Background: an optimization exercise with open tools, aiming at small area and a short achievable clock period. Do not read the settings as production practice.
In this exercise RTL edits were held to simulation tests only and were not proved equivalent to the original.

Setup of wip/sierra:
==> flow/design.v (excerpt) <==
module cordicsqrt (
    input [15:0] N,
    input clk, in_valid,
    output [15:0] sqrt,
    output out_valid
  );
export LEC_CHECK = 0
export CAP_MARGIN = 20
export CORE_MARGIN = 2
export CORE_UTILIZATION = 60
export CTS_BUF_LIST = sky130_fd_sc_hd__clkbuf_8
export SLEW_MARGIN = 20
create_clock -name core_clock -period 10.0 [get_ports {clk}]
standard.sh (not shown) runs the stock make flow with config.mk's settings and CLKGATE_MAP_FILE= SYNTH_SCRIPT=/design/flow/synth_recipe.tcl, a recipe that flattens the netlist after the stock synthesis.
==> flow/flow/run.sh <==
#!/bin/bash
set -o pipefail
export SETUP_SLACK_MARGIN=${MARGIN:-6.6}
bash standard.sh > standard.log 2>&1
Input-level comparison between wip/tundra and wip/sierra:
==> flow/flow/run.sh <==
#!/bin/bash
set -o pipefail
export SETUP_SLACK_MARGIN=${MARGIN:-6.6}
export CTS_ARGS="-sink_clustering_enable -repair_clock_nets -sink_clustering_size ${CSIZE:-20} -sink_clustering_max_diameter ${CDIAM:-80} -dont_use_dummy_load -buf_list {sky130_fd_sc_hd__clkbuf_16}"
bash standard.sh > standard.log 2>&1
-- flow/config.mk --
<<< wip/sierra, line 9
export CORE_MARGIN = 2
export CORE_UTILIZATION = 60
export CTS_BUF_LIST = sky130_fd_sc_hd__clkbuf_8
export SLEW_MARGIN = 20
>>> wip/tundra, line 9
export CORE_MARGIN = 2
export CORE_UTILIZATION = 60
export SLEW_MARGIN = 20
Results
- wip/tundra vs. wip/sierra: clock buffer count down 134.
- Comparing wip/tundra and wip/sierra, the lower layout cell share with drive strength beyond 1 was measured on wip/tundra.
- On slack of the worst reg-to-reg path, wip/sierra tracks wip/tundra almost exactly.
- wip/tundra against wip/sierra: number of buffers inserted during clock tree synthesis down 93, via count shrank by 795, number of levels in the clock H-tree shrank by 2, final wirelength went down.
- Comparing the two runs side by side, wip/tundra comes out ahead of wip/sierra on first-pass GRT wire length.
Here is what was changed in the inputs of wip/zinc compared with wip/tundra.
==> flow/flow/run.sh <==
#!/bin/bash
set -o pipefail
export SETUP_SLACK_MARGIN=${MARGIN:-6.6}
bash standard.sh > standard.log 2>&1
-- flow/config.mk --
<<< wip/tundra, line 8
export CAP_MARGIN = 20
export CORE_MARGIN = 2
export CORE_UTILIZATION = 60
export SLEW_MARGIN = 20
>>> wip/zinc, line 8
export CAP_MARGIN = 20
export CORE_MARGIN = 2
export CORE_UTILIZATION = 40
export SLEW_MARGIN = 20
==> notes.md <==
Per the final summary, wip/tundra finished and its layout is clean on timing, DRC and antenna. wip/zinc went all the way through synthesis, placement and routing and the layout is clean on timing, DRC and antenna. A highest-delay cell along the critical path of sky130_fd_sc_hd__dfxtp_1 is what wip/tundra shows, while sky130_fd_sc_hd__or4b_1 belongs to wip/zinc. Delta (wip/zinc minus wip/tundra): wire length per cell now smaller; half-perimeter wire length of the detailed placement result shows an increase of about 3%; met1 routing resource usage after global routing saw a decrease; wire length saw an increase. Going from wip/tundra to wip/zinc, the minimum period implied by the final worst setup slack was found to have gone down by 0.023 ns.

* * *

Setup of job 7881:
cordicsqrt, a different RTL version from the one above (not shown whole).
Size in the first run: roughly 5100 cells after synthesis, roughly 770 flip-flops, about 35 I/O pins, roughly 46000 um^2 of cells after synthesis.
export LEC_CHECK = 0
export CAP_MARGIN = 10
export CORE_MARGIN = 2
export CORE_UTILIZATION = 60
export SLEW_MARGIN = 10
create_clock -name core_clock -period 10.0 [get_ports {clk}]
==> flow/flow/run.sh <==
#!/bin/bash
set -o pipefail
export SETUP_SLACK_MARGIN=${MARGIN:-6.9}
export CTS_ARGS="-sink_clustering_enable -repair_clock_nets -sink_clustering_size ${CSIZE:-20} -sink_clustering_max_diameter ${CDIAM:-80} -dont_use_dummy_load -buf_list {sky130_fd_sc_hd__clkbuf_16}"
bash standard.sh > standard.log 2>&1
In summary, job 7881 completed successfully, with a layout that passed the timing, design-rule and antenna checks.
For job 3633, these inputs were changed with respect to job 7881:
Settings: a change of CAP_MARGIN from 10 to 20; a change of SLEW_MARGIN from 10 to 20.
==> flow/flow/run.sh <==
#!/bin/bash
set -o pipefail
export SETUP_SLACK_MARGIN=${MARGIN:-6.7}
export CTS_ARGS="-sink_clustering_enable -repair_clock_nets -sink_clustering_size ${CSIZE:-20} -sink_clustering_max_diameter ${CDIAM:-80} -dont_use_dummy_load -buf_list {sky130_fd_sc_hd__clkbuf_16}"
bash standard.sh > standard.log 2>&1
Results
Looking at share of the cycle needed by the critical path after routing, job 3633 sits above job 7881. Job 7881 → job 3633: met1 global-route usage essentially unchanged; setup slack now smaller; area growth from synthesis to final layout went down by 1.1 points. NOTE met2 layer wire length in the routed design job 7881->job 3633 increased slightly.
--- input diff job 3633..job 2525 ---
==> flow/flow/run.sh <==
#!/bin/bash
set -o pipefail
export SETUP_SLACK_MARGIN=${MARGIN:-7.1}
export CTS_ARGS="-sink_clustering_enable -repair_clock_nets -sink_clustering_size ${CSIZE:-20} -sink_clustering_max_diameter ${CDIAM:-80} -dont_use_dummy_load -buf_list {sky130_fd_sc_hd__clkbuf_16}"
bash standard.sh > standard.log 2>&1
--- outcome ---
- Looking at the reports, job 2525 completed the entire flow and the layout it produced met the timing, design-rule and antenna checks.
- [job 2525 vs job 3633] worst hold slack: higher in job 2525
- Changes observed in job 2525 relative to job 3633: initial core utilization about even; fraction of the cycle the final worst path needs -0.83 points; number of gates given a new drive strength after cts went up.
- Compared to job 3633, job 2525 leaves less free space in the core.
Inputs modified between job 2525 and job 2776:
==> flow/flow/run.sh <==
#!/bin/bash
set -o pipefail
export SETUP_SLACK_MARGIN=${MARGIN:-7.1}
export CTS_ARGS="-sink_clustering_enable -repair_clock_nets -sink_clustering_size ${CSIZE:-30} -sink_clustering_max_diameter ${CDIAM:-100} -dont_use_dummy_load -buf_list {sky130_fd_sc_hd__clkbuf_16}"
bash standard.sh > standard.log 2>&1
==> comparison <==
- Job 2776 against job 2525: final net count barely changed; cell count barely changed; worst hold margin dropped 0.017 ns.
- Looking at origin of the worst setup path, the ps_fa_q19[10] result is from job 2525; the d9_q14 one comes from job 2776.
- Status: fraction of standard cell area that is sequential parity (job 2525, job 2776)
- Setup slack in job 2776 is larger than in job 2525.
- Job 2776 vs job 2525 — final critical path time including I/O delays and setup dropped 0.061 ns.
- Non-clock buffer count: higher on job 2776
- Of job 2525 and job 2776, job 2776 shows the lower post-route clock period utilization, with job 2525 above it.

[re-timing with driven ports]
The flow's constraints put no driver on any port. The routed layouts listed below were extracted and timed again, unchanged, in two steps. Step 1 assumes that a clkbuf_16 drives the clock port and a buf_2 every other input. Step 2 adds t to the input delays and takes it off the output delays; t is the mean of the earliest and latest rising clock arrival at the registers after step 1. Input paths then give back, and output paths get back, about the clock's delay inside the block. Three values: ideal ports, drivers, drivers and shift; two values: the first two.
| run | shift t [ns] | slack for setup (ns) | worst setup path at the end | pins driven straight from the clock port |
|---|---|---|---|---|
| wip/sierra | 0.873 | 6.675 / 6.613 / 6.685 | register to register | 1 |
| wip/tundra | 0.686 | 6.676 / 6.671 / 6.676 | register to register | 1 |
| wip/zinc | 0.758 | 6.699 / 6.636 / 6.699 | register to register | 1 |
| job 7881 | 0.669 | 6.909 / 6.861 / 6.909 | register to register | 1 |
| job 3633 | 0.649 | 6.779 / 6.755 / 6.779 | register to register | 1 |
| job 2525 | 0.669 | 6.862 / 6.862 / 6.862 | register to register | 1 |
| job 2776 | 0.653 | 6.923 / 6.903 / 6.923 | register to register | 1 |
After both steps every run listed still meets setup and hold.
